Context: an optimization exercise on an open-source flow, tuned for small area. The choices shown serve that exercise and are no tape-out recipe. Only simulation tests tie the RTL to the original design; equivalence was not proved.

==> flow/design.v (outline; a module is shown in full before it is edited, if it fits) <==
// module wavelet_transform: 3089 lines
module wavelet_transform #(
    parameter BITS_PER_ELEM = 8,
    parameter TOTAL_FILTERS = 7,
    parameter SUM_TRUNCATION = 8
) (
    input wire clk,
    input wire rst,
    input wire signed [BITS_PER_ELEM - 1:0] i_value,
    input wire i_data_clk,
    input wire [7:0] i_select_output_channel,
    output wire [SUM_TRUNCATION - 1:0] o_multiplexed_wavelet_out,
    output wire o_active,
    output [8:0] io_oeb
);
  // ...
==> flow/flow/run.sh <==
#!/bin/bash
# Own flow: the standard synthesis, then fixinv2.py removes inverters
# that synthesis left around full-adder cells (a full adder is self-dual, so
# some fa cells are flipped to take and give complemented signals), then
# the standard layout from floorplan to finish on that netlist, with
# clock tree synthesis told to use smaller clock buffers and no dummy loads.
set -euo pipefail
R=orfs/results/${FLOW_PLATFORM}/wavelet_transform/base
bash standard.sh synth > synth.log 2>&1
cp "$R/1_2_yosys.v" 1_2_yosys.std.v
python3 flow/fixinv2.py 1_2_yosys.std.v "$R/1_2_yosys.v" > fixinv.log 2>&1
rm -f "$R/1_synth.odb" "$R/1_synth.sdc"
CTS="-sink_clustering_enable -repair_clock_nets -dont_use_dummy_load"
if [[ -f flow/cts_args ]]; then CTS="$CTS $(cat flow/cts_args)"; fi
bash standard.sh finish "CTS_ARGS=$CTS" > finish.log 2>&1
==> flow/flow/cts_args <==
-buf_list sky130_fd_sc_hd__clkbuf_16 -sink_clustering_size 25 -sink_clustering_max_diameter 80
==> flow/flow/fixinv2.py <==
#!/usr/bin/env python3
"""Remove inverters from a flat Yosys netlist of sky130hd cells.

Every inverter is removed; then each cell below may change form, and one
inverter is added back for each signal some load still needs inverted:
  * fa (full adder) is self-dual: FA(~a,~b,~c) = ~FA(a,b,c), so a fa cell may
    take complemented inputs and give complemented outputs;
  * a cell may be swapped for its inverted-output twin with the same pins:
    a22o/a22oi, xor2/xnor2, mux2/mux2i;
  * ha (half adder) may be rebuilt from two gates of the same total area:
    xor2 or xnor2 for the sum, and nand2 (carry given inverted) or nor2 (on
    inverted inputs) for the carry.
The choice minimises the added inverters plus any area change (simulated
annealing).  The logic function of the netlist does not change.

usage: fixinv2.py IN.v OUT.v
"""
import re
import sys
import math
import random

P = 'sky130_fd_sc_hd__'
INV = re.compile(r'^sky130_fd_sc_hd__(inv|clkinv)_\d+$')
OUTPINS = {'X', 'Y', 'Q', 'Q_N', 'SUM', 'COUT', 'HI', 'LO'}
INV_AREA = 3.7536
# twin cells: type -> (twin type, output pin map, area delta of going to twin)
TWIN = {
    'a22o_1': ('a22oi_1', {'X': 'Y'}, 0.0),
    'a22oi_1': ('a22o_1', {'Y': 'X'}, 0.0),
    'xor2_1': ('xnor2_1', {'X': 'Y'}, 0.0),
    'xnor2_1': ('xor2_1', {'Y': 'X'}, 0.0),
    'mux2i_1': ('mux2_1', {'Y': 'X'}, 1.2512),
    'mux2_1': ('mux2i_1', {'X': 'Y'}, -1.2512),
}

lines = open(sys.argv[1]).read().split('\n')

ports = set()
cells = []
first_cell_line = None
i = 0
while i < len(lines):
    ln = lines[i]
    m = re.match(r'^\s*(input|output|inout)\s+(\[[^\]]*\]\s*)?(.*);', ln)
    if m:
        for p in m.group(3).split(','):
            ports.add(p.strip())
    m = re.match(r'^\s*(sky130_fd_sc_hd__\w+)\s+(\S+(?: )?)\s*\($', ln)
    if m:
        if first_cell_line is None:
            first_cell_line = i
        pins = []
        j = i + 1
        while not re.match(r'^\s*\);\s*$', lines[j]):
            pm = re.match(r'^\s*\.(\w+)\((.*)\),?\s*$', lines[j])
            assert pm, lines[j]
            pins.append((pm.group(1), pm.group(2).strip()))
            j += 1
        cells.append(dict(type=m.group(1)[len(P):], name=m.group(2).strip(), pins=pins, lo=i, hi=j))
        i = j + 1
        continue
    i += 1


def portbase(net):
    return re.sub(r'\[\d+\]$', '', net.lstrip('\\').strip())


def isport(net):
    return portbase(net) in ports


def vnet(n):
    return n + ' ' if n.startswith('\\') else n


driver = {}
for k, c in enumerate(cells):
    for p, n in c['pins']:
        if p in OUTPINS:
            driver[n] = (k, p)

removable = set()
inv_in = {}
for k, c in enumerate(cells):
    if INV.match(P + c['type']):
        d = dict(c['pins'])
        if not isport(d['Y']):
            removable.add(k)
            inv_in[d['Y']] = d['A']


def literal(net):
    p = 0
    while net in inv_in:
        net = inv_in[net]
        p ^= 1
    return net, p


# node kinds
KIND = [None] * len(cells)
for k, c in enumerate(cells):
    if k in removable:
        continue
    outs = [n for p, n in c['pins'] if p in OUTPINS]
    if any(isport(n) for n in outs):
        continue
    t = c['type']
    if re.match(r'^fa_\d+$', t):
        KIND[k] = 'fa'
    elif t == 'ha_1' and all(n for p, n in c['pins']) and len(c['pins']) == 4:
        KIND[k] = 'ha'
    elif t in TWIN:
        KIND[k] = 'twin'

# state: fa: 0/1 flip; twin: 0/1 swapped; ha: (mode 0..2, sumpol 0/1)
state = [0] * len(cells)


def outpar(k, pin):
    kd = KIND[k]
    st = state[k]
    if kd == 'fa' or kd == 'twin':
        return st & 1
    if kd == 'ha':
        mode, sp = st >> 1, st & 1
        if pin == 'SUM':
            return 0 if mode == 0 else sp
        return (0, 1, 0)[mode]
    return 0


def inreq(k, pin):
    kd = KIND[k]
    if kd == 'fa':
        return state[k] & 1
    if kd == 'ha':
        return 1 if (state[k] >> 1) == 2 else 0
    return 0


def areadelta(k):
    if KIND[k] == 'twin' and state[k]:
        return TWIN[cells[k]['type']][2]
    return 0.0


loads = []
byroot = {}
for k, c in enumerate(cells):
    if k in removable:
        continue
    for pi, (p, n) in enumerate(c['pins']):
        if p in OUTPINS:
            continue
        r, par = literal(n)
        loads.append((k, pi, p, r, par))
        byroot.setdefault(r, []).append(len(loads) - 1)


def phys(li):
    k, pi, p, r, par = loads[li]
    v = par
    d = driver.get(r)
    if d is not None:
        v ^= outpar(d[0], d[1])
    return v ^ inreq(k, p)


def rootcost(r):
    return INV_AREA if any(phys(li) for li in byroot[r]) else 0.0


touch = {}
for k in range(len(cells)):
    if KIND[k] is None:
        continue
    rs = set()
    for p, n in cells[k]['pins']:
        if p in OUTPINS:
            if n in byroot:
                rs.add(n)
        else:
            rs.add(literal(n)[0])
    touch[k] = list(rs)


def localcost(k):
    return sum(rootcost(r) for r in touch[k]) + areadelta(k)


def moves(k):
    kd = KIND[k]
    if kd in ('fa', 'twin'):
        return [state[k] ^ 1]
    return [x for x in range(6) if x != state[k] and x != 1]   # mode 0 has one sum form


total0 = sum(rootcost(r) for r in byroot)
cands = list(touch.keys())
rng = random.Random(1)
cur = total0
best = cur
bests = list(state)
steps = 400 * max(1, len(cands))
T0 = 2.0 * INV_AREA
for it in range(steps):
    k = cands[rng.randrange(len(cands))]
    old = state[k]
    before = localcost(k)
    state[k] = rng.choice(moves(k))
    d = localcost(k) - before
    T = max(0.05, T0 * (1 - it / steps))
    if d <= 0 or rng.random() < math.exp(-d / T):
        cur += d
        if cur < best - 1e-9:
            best = cur
            bests = list(state)
    else:
        state[k] = old
state = bests
total1 = sum(rootcost(r) for r in byroot) + sum(areadelta(k) for k in range(len(cells)))

# --- rewrite ---------------------------------------------------------------
newinv = {}
newcells = []
newwires = []
conn = {}
for li, (k, pi, p, r, par) in enumerate(loads):
    if phys(li):
        if r not in newinv:
            nm = 'fixinv_n%d' % len(newinv)
            newinv[r] = nm
            newwires.append(nm)
            newcells.append('  %sinv_1 fixinv_%d (\n    .A(%s),\n    .Y(%s)\n  );'
                            % (P, len(newinv) - 1, vnet(r), nm))
        conn[(k, pi)] = newinv[r]
    else:
        conn[(k, pi)] = r

drop = set()
for k in removable:
    drop.update(range(cells[k]['lo'], cells[k]['hi'] + 1))
repl = {}
nha = [0, 0, 0]
ntwin = 0
for k, c in enumerate(cells):
    if k in removable:
        continue
    pins = [(p, conn.get((k, pi), n)) for pi, (p, n) in enumerate(c['pins'])]
    kd = KIND[k]
    if kd == 'ha' and (state[k] >> 1) != 0:
        mode, sp = state[k] >> 1, state[k] & 1
        nha[mode] += 1
        d = dict(pins)
        st = 'xnor2_1' if sp else 'xor2_1'
        ct = 'nand2_1' if mode == 1 else 'nor2_1'
        txt = ['  %s%s %s (' % (P, st, vnet(c['name'] + '_hs')),
               '    .A(%s),' % vnet(d['A']), '    .B(%s),' % vnet(d['B']),
               '    .%s(%s)' % ('Y' if sp else 'X', vnet(d['SUM'])), '  );',
               '  %s%s %s (' % (P, ct, vnet(c['name'] + '_hc')),
               '    .A(%s),' % vnet(d['A']), '    .B(%s),' % vnet(d['B']),
               '    .Y(%s)' % vnet(d['COUT']), '  );']
        for x in range(c['lo'], c['hi'] + 1):
            drop.add(x)
        repl[c['lo']] = '\n'.join(txt)
        continue
    ty = c['type']
    if kd == 'twin' and state[k]:
        ntwin += 1
        ty, pm, _ = TWIN[ty]
        pins = [(pm.get(p, p), n) for p, n in pins]
    if kd == 'fa' and state[k]:
        pass
    txt = ['  %s%s %s (' % (P, ty, vnet(c['name'])) if c['name'].startswith('\\') else '  %s%s %s (' % (P, ty, c['name'])]
    for x, (p, n) in enumerate(pins):
        txt.append('    .%s(%s)%s' % (p, vnet(n), ',' if x < len(pins) - 1 else ''))
    txt.append('  );')
    for x in range(c['lo'], c['hi'] + 1):
        drop.add(x)
    repl[c['lo']] = '\n'.join(txt)

out = []
for x, ln in enumerate(lines):
    if x == first_cell_line:
        out.extend('  wire %s;' % w for w in newwires)
    if x in repl:
        out.append(repl[x])
        continue
    if x in drop:
        continue
    out.append(ln)
em = max(x for x, ln in enumerate(out) if ln.strip() == 'endmodule')
out[em:em] = newcells
open(sys.argv[2], 'w').write('\n'.join(out) + '\n')
sys.stderr.write('inverters removed %d, added back %d; cost %.1f -> %.1f um2; fa flipped %d; '
                 'twins swapped %d; ha rebuilt nand %d nor %d\n'
                 % (len(removable), len(newinv), total0, total1,
                    sum(1 for k in range(len(cells)) if KIND[k] == 'fa' and state[k]),
                    ntwin, nha[1], nha[2]))
==> flow/standard.sh <==
#!/bin/bash
# synth_recipe.tcl (not shown) runs the flow's synth.tcl, then flattens the netlist and writes it again
# the make line also repeats each setting of config.mk as NAME=value (left out here)
make -C /OpenROAD-flow-scripts/flow DESIGN_CONFIG=/design/flow/config.mk WORK_HOME=/design/flow/orfs CLKGATE_MAP_FILE= SYNTH_SCRIPT=/design/flow/synth_recipe.tcl "${@:-finish}"
==> flow/config.mk <==
export PLATFORM = sky130hd
export DESIGN_NAME = wavelet_transform
export DESIGN_NICKNAME = wavelet_transform
export VERILOG_FILES = /design/flow/design.v
export SDC_FILE = /design/flow/constraint.sdc
export NUM_CORES = 4
export LEC_CHECK = 0
export CAP_MARGIN = 20
export CORE_MARGIN = 2
export CORE_UTILIZATION = 40
export SLEW_MARGIN = 20
==> flow/constraint.sdc <==
create_clock -name core_clock -period 14.0 [get_ports {clk}]
set_input_delay 2.8000 -clock core_clock [delete_from_list [all_inputs] [get_ports {clk}]]
set_output_delay 2.8000 -clock core_clock [all_outputs]
set_load 0.01 [all_outputs]
==> metrics.csv, run 1 <==
stage,metric,value,unit
die,die-area,0.126,sq mm
sta,fin_crit_sh,89.3,%
min_path,hold_depth,1,
clocking,postCtsResizedCells,0,
worst_setup_path,path_common_cell,fa_1,
clocking,clk_latency,700,ps
sta,worstMarginPinSlew,1220,ps
flow_run,max_cap_violations,0,
routing,routedWlPerCell,29.5,um
cells_and_area,area_growth,7.23,%
cells_and_area,largest_register_ffs,20,
clocking,numCtsBuffers,51,
run_status,status,timing/DRC/antenna clean,
worst_setup_path,r2r_slack,1500,ps
clocking,cts_hold_buf,0,
cells_and_area,largest_class,multi-input combinational cells,
routing,wl_met3,13200,um
synthesis,syn_area,0.0492,sq mm
die,die_w,355,um
worst_setup_path,critPathTopFamily,adder cells,
routing,ant_nets,0,
cells_and_area,instances_no_fill,5481,
worst_setup_path,r2r_start,ph2,
die,die_h,355,um
routing,wirelength_met1,69700,um
sta,hold_violations,0,
==> run 2: changes to the inputs <==
--- a/flow/flow/run.sh
+++ b/flow/flow/run.sh
@@ -10,3 +10,3 @@
 cp "$R/1_2_yosys.v" 1_2_yosys.std.v
-python3 flow/fixinv2.py 1_2_yosys.std.v "$R/1_2_yosys.v" > fixinv.log 2>&1
+python3 flow/fixinv3.py 1_2_yosys.std.v "$R/1_2_yosys.v" > fixinv.log 2>&1
 rm -f "$R/1_synth.odb" "$R/1_synth.sdc"
==> flow/flow/cts_args (replaced) <==
-buf_list sky130_fd_sc_hd__clkbuf_16 -sink_clustering_size 25 -sink_clustering_max_diameter 100
==> flow/flow/fixinv3.py (new file) <==
#!/usr/bin/env python3
"""Remove inverters from a flat Yosys netlist of sky130hd cells.

Every inverter is removed; then each cell below may change form, and one
inverter is added back for each signal some load still needs inverted:
  * fa (full adder) is self-dual: FA(~a,~b,~c) = ~FA(a,b,c), so a fa cell may
    take complemented inputs and give complemented outputs;
  * a cell may be swapped for its inverted-output twin with the same pins:
    a22o/a22oi, xor2/xnor2, mux2/mux2i;
  * ha (half adder) may be rebuilt from two gates of the same total area:
    xor2 or xnor2 for the sum, and nand2 (carry given inverted) or nor2 (on
    inverted inputs) for the carry.
The choice minimises the added inverters plus any area change (simulated
annealing).  The logic function of the netlist does not change.

usage: fixinv2.py IN.v OUT.v
"""
import re
import sys
import math
import random

P = 'sky130_fd_sc_hd__'
INV = re.compile(r'^sky130_fd_sc_hd__(inv|clkinv)_\d+$')
OUTPINS = {'X', 'Y', 'Q', 'Q_N', 'SUM', 'COUT', 'HI', 'LO'}
INV_AREA = 3.7536
LIB = '/OpenROAD-flow-scripts/flow/platforms/sky130hd/lib/sky130_fd_sc_hd__tt_025C_1v80.lib'


def load_twins():
    """type -> (twin type, output pin map, area delta): cells with the same
    input pins whose single output is the complement of this cell's."""
    import os
    import itertools
    lib = os.path.join(os.environ.get('FLOW_HOME', '/OpenROAD-flow-scripts/flow'),
                       'platforms/sky130hd/lib/sky130_fd_sc_hd__tt_025C_1v80.lib')
    if not os.path.exists(lib):
        lib = LIB
    t = open(lib).read()
    cells = {}
    for m in re.finditer(r'cell \("sky130_fd_sc_hd__(\w+)"\)\s*\{(.*?)\n    \}\n', t, re.S):
        name, body = m.group(1), m.group(2)
        if name.startswith(('lpflow', 'probe')) or 'dont_use : true' in body:
            continue
        if not re.match(r'^[a-z0-9]+_\d+$', name):
            continue
        a = re.search(r'area\s*:\s*([\d.]+)', body)
        pins = re.findall(r'pin \("(\w+)"\)\s*\{(.*?)\n        \}', body, re.S)
        outs = [(p, re.search(r'function\s*:\s*"([^"]*)"', b)) for p, b in pins if 'direction : "output"' in b]
        ins = sorted(p for p, b in pins if 'direction : "input"' in b)
        if len(outs) != 1 or not outs[0][1] or len(ins) > 6 or outs[0][0] == 'Z':
            continue
        if re.search(r'\bff\s*\(|\blatch\s*\(|clock\s*:\s*true', body):
            continue
        fn = outs[0][1].group(1)
        expr = fn.replace('!', ' not ').replace('&', ' and ').replace('|', ' or ').replace('^', ' != ')
        tt = []
        for vals in itertools.product((False, True), repeat=len(ins)):
            env = dict(zip(ins, vals))
            try:
                tt.append(bool(eval(expr, {}, env)))
            except Exception:
                tt = None
                break
        if tt is None:
            continue
        cells[name] = (float(a.group(1)), outs[0][0], tuple(ins), tuple(tt))
    byfn = {}
    for n, (ar, op, ins, tt) in cells.items():
        byfn.setdefault((ins, tt), []).append((ar, n, op))
    tw = {}
    for n, (ar, op, ins, tt) in cells.items():
        comp = tuple(not x for x in tt)
        c = byfn.get((ins, comp))
        if not c:
            continue
        ar2, n2, op2 = min(c)
        tw[n] = (n2, {op: op2}, ar2 - ar)
    return tw


TWIN = load_twins()

lines = open(sys.argv[1]).read().split('\n')

ports = set()
cells = []
first_cell_line = None
i = 0
while i < len(lines):
    ln = lines[i]
    m = re.match(r'^\s*(input|output|inout)\s+(\[[^\]]*\]\s*)?(.*);', ln)
    if m:
        for p in m.group(3).split(','):
            ports.add(p.strip())
    m = re.match(r'^\s*(sky130_fd_sc_hd__\w+)\s+(\S+(?: )?)\s*\($', ln)
    if m:
        if first_cell_line is None:
            first_cell_line = i
        pins = []
        j = i + 1
        while not re.match(r'^\s*\);\s*$', lines[j]):
            pm = re.match(r'^\s*\.(\w+)\((.*)\),?\s*$', lines[j])
            assert pm, lines[j]
            pins.append((pm.group(1), pm.group(2).strip()))
            j += 1
        cells.append(dict(type=m.group(1)[len(P):], name=m.group(2).strip(), pins=pins, lo=i, hi=j))
        i = j + 1
        continue
    i += 1


def portbase(net):
    return re.sub(r'\[\d+\]$', '', net.lstrip('\\').strip())


def isport(net):
    return portbase(net) in ports


def vnet(n):
    return n + ' ' if n.startswith('\\') else n


driver = {}
for k, c in enumerate(cells):
    for p, n in c['pins']:
        if p in OUTPINS:
            driver[n] = (k, p)

removable = set()
inv_in = {}
for k, c in enumerate(cells):
    if INV.match(P + c['type']):
        d = dict(c['pins'])
        if not isport(d['Y']):
            removable.add(k)
            inv_in[d['Y']] = d['A']


def literal(net):
    p = 0
    while net in inv_in:
        net = inv_in[net]
        p ^= 1
    return net, p


# node kinds
KIND = [None] * len(cells)
for k, c in enumerate(cells):
    if k in removable:
        continue
    outs = [n for p, n in c['pins'] if p in OUTPINS]
    if any(isport(n) for n in outs):
        continue
    t = c['type']
    if re.match(r'^fa_\d+$', t):
        KIND[k] = 'fa'
    elif t == 'ha_1' and all(n for p, n in c['pins']) and len(c['pins']) == 4:
        KIND[k] = 'ha'
    elif t in TWIN and TWIN[t][2] < INV_AREA:
        KIND[k] = 'twin'

# state: fa: 0/1 flip; twin: 0/1 swapped; ha: (mode 0..2, sumpol 0/1)
state = [0] * len(cells)


def outpar(k, pin):
    kd = KIND[k]
    st = state[k]
    if kd == 'fa' or kd == 'twin':
        return st & 1
    if kd == 'ha':
        mode, sp = st >> 1, st & 1
        if pin == 'SUM':
            return 0 if mode == 0 else sp
        return (0, 1, 0)[mode]
    return 0


def inreq(k, pin):
    kd = KIND[k]
    if kd == 'fa':
        return state[k] & 1
    if kd == 'ha':
        return 1 if (state[k] >> 1) == 2 else 0
    return 0


def areadelta(k):
    if KIND[k] == 'twin' and state[k]:
        return TWIN[cells[k]['type']][2]
    return 0.0


loads = []
byroot = {}
for k, c in enumerate(cells):
    if k in removable:
        continue
    for pi, (p, n) in enumerate(c['pins']):
        if p in OUTPINS:
            continue
        r, par = literal(n)
        loads.append((k, pi, p, r, par))
        byroot.setdefault(r, []).append(len(loads) - 1)


def phys(li):
    k, pi, p, r, par = loads[li]
    v = par
    d = driver.get(r)
    if d is not None:
        v ^= outpar(d[0], d[1])
    return v ^ inreq(k, p)


def rootcost(r):
    return INV_AREA if any(phys(li) for li in byroot[r]) else 0.0


touch = {}
for k in range(len(cells)):
    if KIND[k] is None:
        continue
    rs = set()
    for p, n in cells[k]['pins']:
        if p in OUTPINS:
            if n in byroot:
                rs.add(n)
        else:
            rs.add(literal(n)[0])
    touch[k] = list(rs)


def localcost(k):
    return sum(rootcost(r) for r in touch[k]) + areadelta(k)


def moves(k):
    kd = KIND[k]
    if kd in ('fa', 'twin'):
        return [state[k] ^ 1]
    return [x for x in range(6) if x != state[k] and x != 1]   # mode 0 has one sum form


total0 = sum(rootcost(r) for r in byroot)
cands = list(touch.keys())
rng = random.Random(1)
cur = total0
best = cur
bests = list(state)
steps = 400 * max(1, len(cands))
T0 = 2.0 * INV_AREA
for it in range(steps):
    k = cands[rng.randrange(len(cands))]
    old = state[k]
    before = localcost(k)
    state[k] = rng.choice(moves(k))
    d = localcost(k) - before
    T = max(0.05, T0 * (1 - it / steps))
    if d <= 0 or rng.random() < math.exp(-d / T):
        cur += d
        if cur < best - 1e-9:
            best = cur
            bests = list(state)
    else:
        state[k] = old
state = bests
total1 = sum(rootcost(r) for r in byroot) + sum(areadelta(k) for k in range(len(cells)))

# --- rewrite ---------------------------------------------------------------
newinv = {}
newcells = []
newwires = []
conn = {}
for li, (k, pi, p, r, par) in enumerate(loads):
    if phys(li):
        if r not in newinv:
            nm = 'fixinv_n%d' % len(newinv)
            newinv[r] = nm
            newwires.append(nm)
            newcells.append('  %sinv_1 fixinv_%d (\n    .A(%s),\n    .Y(%s)\n  );'
                            % (P, len(newinv) - 1, vnet(r), nm))
        conn[(k, pi)] = newinv[r]
    else:
        conn[(k, pi)] = r

drop = set()
for k in removable:
    drop.update(range(cells[k]['lo'], cells[k]['hi'] + 1))
repl = {}
nha = [0, 0, 0]
ntwin = 0
for k, c in enumerate(cells):
    if k in removable:
        continue
    pins = [(p, conn.get((k, pi), n)) for pi, (p, n) in enumerate(c['pins'])]
    kd = KIND[k]
    if kd == 'ha' and (state[k] >> 1) != 0:
        mode, sp = state[k] >> 1, state[k] & 1
        nha[mode] += 1
        d = dict(pins)
        st = 'xnor2_1' if sp else 'xor2_1'
        ct = 'nand2_1' if mode == 1 else 'nor2_1'
        txt = ['  %s%s %s (' % (P, st, vnet(c['name'] + '_hs')),
               '    .A(%s),' % vnet(d['A']), '    .B(%s),' % vnet(d['B']),
               '    .%s(%s)' % ('Y' if sp else 'X', vnet(d['SUM'])), '  );',
               '  %s%s %s (' % (P, ct, vnet(c['name'] + '_hc')),
               '    .A(%s),' % vnet(d['A']), '    .B(%s),' % vnet(d['B']),
               '    .Y(%s)' % vnet(d['COUT']), '  );']
        for x in range(c['lo'], c['hi'] + 1):
            drop.add(x)
        repl[c['lo']] = '\n'.join(txt)
        continue
    ty = c['type']
    if kd == 'twin' and state[k]:
        ntwin += 1
        ty, pm, _ = TWIN[ty]
        pins = [(pm.get(p, p), n) for p, n in pins]
    if kd == 'fa' and state[k]:
        pass
    txt = ['  %s%s %s (' % (P, ty, vnet(c['name'])) if c['name'].startswith('\\') else '  %s%s %s (' % (P, ty, c['name'])]
    for x, (p, n) in enumerate(pins):
        txt.append('    .%s(%s)%s' % (p, vnet(n), ',' if x < len(pins) - 1 else ''))
    txt.append('  );')
    for x in range(c['lo'], c['hi'] + 1):
        drop.add(x)
    repl[c['lo']] = '\n'.join(txt)

out = []
for x, ln in enumerate(lines):
    if x == first_cell_line:
        out.extend('  wire %s;' % w for w in newwires)
    if x in repl:
        out.append(repl[x])
        continue
    if x in drop:
        continue
    out.append(ln)
em = max(x for x, ln in enumerate(out) if ln.strip() == 'endmodule')
out[em:em] = newcells
open(sys.argv[2], 'w').write('\n'.join(out) + '\n')
sys.stderr.write('inverters removed %d, added back %d; cost %.1f -> %.1f um2; fa flipped %d; '
                 'twins swapped %d; ha rebuilt nand %d nor %d\n'
                 % (len(removable), len(newinv), total0, total1,
                    sum(1 for k in range(len(cells)) if KIND[k] == 'fa' and state[k]),
                    ntwin, nha[1], nha[2]))
--- a/flow/config.mk
+++ b/flow/config.mk
@@ -9,3 +9,3 @@
 export CORE_MARGIN = 2
-export CORE_UTILIZATION = 40
+export CORE_UTILIZATION = 60
 export SLEW_MARGIN = 20
removed: flow/flow/fixinv2.py
==> run 2 against run 1 <==
Still clean. Non-clock buffer count fell by 6. Critical path depth rose by 1. Maximum frequency fell by 1.5%. Clock-buffer cell count fell by 10. Flip-flop and latch count did not move. Worst hold slack improved by 30 ps. Critical endpoint unchanged. Largest cell class unchanged. Highest routed layer is now met5.
==> metrics.csv, run 2 <==
stage,metric,value,unit,change
routing,drt_iter0_drc,4352,,
cells_and_area,final_cell_mix,"fa_1, dfxtp_1, a22o_1",,
grt,antenna_found_initial,2,,
routing,drc,0,,
routing,wirelength,163000,um,
cells_and_area,layout-drive-gt1-share,4.42,%,
grt,grt_pass1_vias,35100,,
die,start_util,60.8,%,
worst_setup_path,r2r_start,ph2,,
worst_setup_path,r2r_slack,1310,ps,-190 ps
sta,maxSlewViolCount,0,,
synthesis,syn_area,0.0491,sq mm,-0.19%
worst_setup_path,cp_slowest_cell,a222oi_1,,
clocking,cts_hold_buf,0,,unchanged
die,die_h,290,um,-18%
sta,setup_viol,0,,
sta,max_freq,78.8,MHz,
worst_setup_path,path_max_fanout,65,,
clocking,clk_latency,640,ps,-60 ps
clocking,cts_buffer_depth,3,,
worst_setup_path,path_common_cell,fa_1,,
run_status,status,timing/DRC/antenna clean,,
placement,io_buffers,27,,
sta,setup_tns,0,ps,
worst_setup_path,worstSetupEndpoint,acc6[18],,
die,die_w,290,um,-18%
routing,viasPerCell,6.78,,
sta,worstMarginPinSlew,1300,ps,+86.1 ps
clocking,post_cts_buffers,0,,
routing,vias,33100,,
synthesis,synthCells,3899,,
sta,relSlewSlack,13.1,%,
clocking,path_clk_slew,100,ps,
die,die-area,0.0841,sq mm,-33%
cells_and_area,finalNetCount,4879,,
synthesis,synth_warnings,1,,
die,core,0.0807,sq mm,
cells_and_area,largest_register_ffs,20,,unchanged
grt,grt_max_degree,244,,
worst_setup_path,worstPathRequired,14510,ps,
min_path,hold_class,flip-flop to flip-flop,,
cells_and_area,layout_commonest_cell,fa_1,,
routing,routedWlPerCell,33.5,um,+13%
clocking,cts_tree,yes,,
clocking,numCtsBuffers,41,,-20%
routing,drt_pass1_iterations,12,,
sta,finalClockSkew,91.2,ps,
worst_setup_path,end_kind,flip-flop,,
grt,globalRoute.totalOverflow,0,,
synthesis,avgSynthCellArea,12.6,sq um,
worst_setup_path,start_kind,flip-flop,,
cells_and_area,area_growth,5.16,%,
die,io_pins,37,,
grt,grt_first_pass_wirelength,241000,um,
worst_setup_path,worst-setup-path-type,flip-flop to flip-flop,,
clocking,cts_max_level,2,,
worst_setup_path,critPathMaxStageDelay,910,ps,
clocking,postCtsResizedCells,0,,unchanged
sta,period_minus_slack,12690,ps,
die,rows,104,,
grt,grt.total_usage,39.6,%,
cells_and_area,regMostFlops,acc6,,
clocking,cts_root_buffer,clkbuf_16,,
sta,hold_violations,0,,unchanged
worst_setup_path,arrival,13200,ps,
sta,fin_crit_sh,90.6,%,+1.4 points
sta,rsz0062_at_grt,false,,
clocking,numClockSinks,770,,
cells_and_area,fill_cells,6136,,
placement,post-dp-hpwl,132000,um,
routing,ant_nets,0,,unchanged
cells_and_area,reg_top3,"acc6 (20), acc5 (19)",,
worst_setup_path,ff2ff_path_depth,31,,
flow_run,max_cap_violations,0,,unchanged
worst_setup_path,rr_endpoint,acc6[18],,
worst_setup_path,crit_start,ph2,,
placement,gp_congestion,1.03,,
## run 2: layout make-up
cell class	instances	area (sq um)	area share [%]
antenna	4	10.0	0.0194
clock buffer	41	1030	1.99
inverter	317	1200	2.34
sequential	770	15400	29.9
tap	1060	1330	2.57
timing repair buffer	129	1080	2.10
multi-input combinational	2564	31500	61.1
## run 2: metrics by stage
stage,std cells,area [sq um],worst slack [ps],util [%],hold WS (ps)
3_5_place_dp,4840,50500,1350,62.7,451
6_report,4885,51600,1310,63.9,455
4_1_cts,4881,51600,1360,63.9,463
5_1_grt,4881,51600,968,63.9,464
3_3_place_gp,4833,50500,1070,62.6,439
2_1_floorplan,3907,49100,2200,-,425
## run 2: metal layers
layer	GRT usage, %	wire length (um)
met5	0	13
met2	65.4	79500
met1	48.3	57700
met3	7.73	13700
met4	24.5	12500
## run 2: worst min path at each step
stage | startpoint | endpoint | slack (ps) | cells past startpoint
final | u21[2] | u22[2] | 450 | 1
after global routing | u71[6] | u72[6] | 460 | 1
after CTS | u21[2] | u22[2] | 460 | 1
after detailed placement | acc5[18] | acc5[18] | 450 | 2
after global placement | acc5[18] | acc5[18] | 440 | 2
after floorplan | acc4[17] | acc4[17] | 420 | 2
## run 2: critical path: cells and delay by family (launching register included)
family,cells,cell delay (ps)
and+or+nand+nor,1,70
buffers and inverters,2,490
adders and majority gates,24,9350
DFF,1,570
xor gates and xnor gates,1,590
AOI/OAI and AO/OA,3,1410
==> run 3: changes to the inputs <==
--- a/flow/flow/run.sh
+++ b/flow/flow/run.sh
@@ -1,3 +1,3 @@
 #!/bin/bash
-# Own flow: the standard synthesis, then fixinv2.py removes inverters
+# Own flow: the standard synthesis, then fixinv3.py removes inverters
 # that synthesis left around full-adder cells (a full adder is self-dual, so
==> run 3 against run 2 <==
Still clean. Global-route usage stayed put. First-iteration DRC count stayed put. Register-to-register slack hardly changed. Core utilization stayed put. Via count stayed put. Flip-flop and latch count stayed put. Worst hold slack stayed put. Final area stayed put. Non-clock buffer count stayed put.
==> metrics.csv, run 3 <==
stage,metric,value,unit,change
run_status,status,timing/DRC/antenna clean,,
clocking,numCtsBuffers,41,,unchanged
worst_setup_path,critPathTopFamily,adder cells,,
worst_setup_path,worst-setup-path-type,flip-flop to flip-flop,,
cells_and_area,largest_register_ffs,20,,unchanged
flow_run,max_cap_violations,0,,unchanged
placement,place_area,0.0505,sq mm,unchanged
sta,period_minus_slack,12690,ps,unchanged
placement,gp_congestion,1.03,,unchanged
routing,vias,33100,,unchanged
sta,relSlewSlack,13.1,%,unchanged
clocking,postCtsResizedCells,0,,unchanged
synthesis,synth_warnings,1,,unchanged
routing,wirelength,163000,um,unchanged
grt,grt_pass1_vias,35100,,unchanged
clocking,numClockSinks,770,,unchanged
clocking,cts_max_level,2,,unchanged
clocking,clk_latency,640,ps,about the same
worst_setup_path,start_kind,flip-flop,,
sta,setup_viol,0,,unchanged
sta,max_freq,78.8,MHz,unchanged
grt,globalRoute.totalOverflow,0,,unchanged
worst_setup_path,path_max_fanout,65,,unchanged
sta,rsz0062_at_grt,false,,
die,die-area,0.0841,sq mm,unchanged
worst_setup_path,path_common_cell,fa_1,,
clocking,cts_buffer_depth,3,,unchanged
routing,drt_iter0_drc,4352,,unchanged
grt,grt_max_degree,244,,unchanged
worst_setup_path,path_buf_inv,2,,unchanged
worst_setup_path,cp_slowest_cell,a222oi_1,,
synthesis,avgSynthCellArea,12.6,sq um,unchanged
sta,maxSlewViolCount,0,,unchanged
die,die_w,290,um,unchanged
routing,drt_pass1_iterations,12,,unchanged
synthesis,synthCells,3899,,unchanged
grt,grt_first_pass_wirelength,241000,um,unchanged
clocking,post_cts_buffers,0,,unchanged
sta,fin_crit_sh,90.6,%,unchanged
routing,viasPerCell,6.78,,unchanged
routing,routedWlPerCell,33.5,um,unchanged
clocking,cts_root_buffer,clkbuf_16,,
routing,ant_nets,0,,unchanged
die,rows,104,,unchanged
cells_and_area,finalNetCount,4879,,unchanged
grt,antenna_found_initial,2,,unchanged
cells_and_area,instances_no_fill,4885,,unchanged
sta,hold_violations,0,,unchanged
worst_setup_path,worstPathRequired,14510,ps,about the same
cells_and_area,layout-drive-gt1-share,4.42,%,unchanged
sta,worstMarginPinSlew,1300,ps,unchanged
cells_and_area,layout_commonest_cell,fa_1,,
synthesis,syn_area,0.0491,sq mm,unchanged
cells_and_area,seq_area,0.0154,sq mm,unchanged
cells_and_area,reg_top3,"acc6 (20), acc5 (19)",,
die,start_util,60.8,%,unchanged
die,core,0.0807,sq mm,unchanged
clocking,path_clk_slew,100,ps,about the same
cells_and_area,fill_cells,6136,,unchanged
clocking,cts_hold_buf,0,,unchanged
min_path,hold_class,flip-flop to flip-flop,,
sta,finalClockSkew,91.2,ps,unchanged
die,die_h,290,um,unchanged
clocking,cts_tree,yes,,
die,io_pins,37,,unchanged
sta,setup_tns,0,ps,unchanged
routing,drc,0,,unchanged
grt,grt.total_usage,39.6,%,unchanged
placement,post-dp-hpwl,132000,um,unchanged
worst_setup_path,end_kind,flip-flop,,
placement,io_buffers,27,,unchanged
cells_and_area,fin_area,0.0516,sq mm,unchanged
cells_and_area,final_cell_mix,"fa_1, dfxtp_1, a22o_1",,
worst_setup_path,critPathMaxStageDelay,910,ps,about the same
cells_and_area,area_growth,5.16,%,unchanged
placement,dpl.cell_count,4840,,unchanged
worst_setup_path,arrival,13200,ps,about the same
cells_and_area,multiInputGateArea,0.0315,sq mm,unchanged
cells_and_area,regMostFlops,acc6,,
run 3: cell counts in the layout (fill, tap and decap cells not counted):
No cell type changed its count.
run 3: worst paths after layout:
kind | slack, ps | depth (start not counted) | start | to
worst max register to register | 1310 | 31 | ph2 | acc6[18]
worst min register to register | 450 | 1 | u21[2] | u22[2]
worst min-delay path | 450 | 1 | u21[2] | u22[2]
worst max-delay path | 1310 | 31 | ph2 | acc6[18]
run 3: layout make-up:
class                           count  share of cell area, %
Tap cell                         1060                   2.57
Sequential cell                   770                   29.9
Clock buffer                       41                   1.99
Inverter                          317                   2.34
Multi-Input combinational cell   2564                   61.1
Timing Repair Buffer              129                   2.10
Antenna cell                        4                 0.0194
run 3: worst reg2reg max path, delay by kind of cell, from the launching register on:
family                   cells  cell delay [ps]
AO/OA/AOI/OAI                3             1420
XOR/XNOR                     1              590
adder cells (fa/ha/maj)     24             9350
buffers and inverters        2              580
flip-flops                   1              570
AND/OR/NAND/NOR              1               70
run 3: metal layers:
layer  track usage [%]  up-vias  routed length, um
met5                 0        -                 13
met4              24.5        2              12500
li1                  -    13500                  -
met2              65.4     1862              79500
met3              7.73      482              13700
met1              48.3    17300              57700
run 3: stage by stage:
stage	utilization (%)	setup WS (ps)	hold slack [ps]
after CTS	63.9	1360	463
final	63.9	1310	455
after floorplan	-	2200	425
after global placement	62.6	1070	439
after global routing	63.9	968	464
after detailed placement	62.7	1350	451

-- afterwards: timing with drivers on the ports --
How much do the figures lean on ideal ports? The routed layouts below were timed once more, with nothing changed but the port constraints. Step 1: set_driving_cell puts a clkbuf_16 on clk and a buf_2 on each other input, an assumption about the parent block. Step 2 also shifts input and output timing later by t, the mid clock arrival at the registers, as if the neighbouring blocks saw the same clock. Three values: ideal ports, drivers, drivers and shift; two values: the first two.
run | t (ns) | slack for setup (ns) | pins driven straight from the clock port
run 1 | 0.702 | 1.502 / 1.502 / 1.502 | 1
run 2 | 0.672 | 1.313 / 1.313 / 1.313 | 1
run 3 | 0.672 | 1.313 / 1.313 / 1.313 | 1
After both steps setup and hold are still met in every run listed.
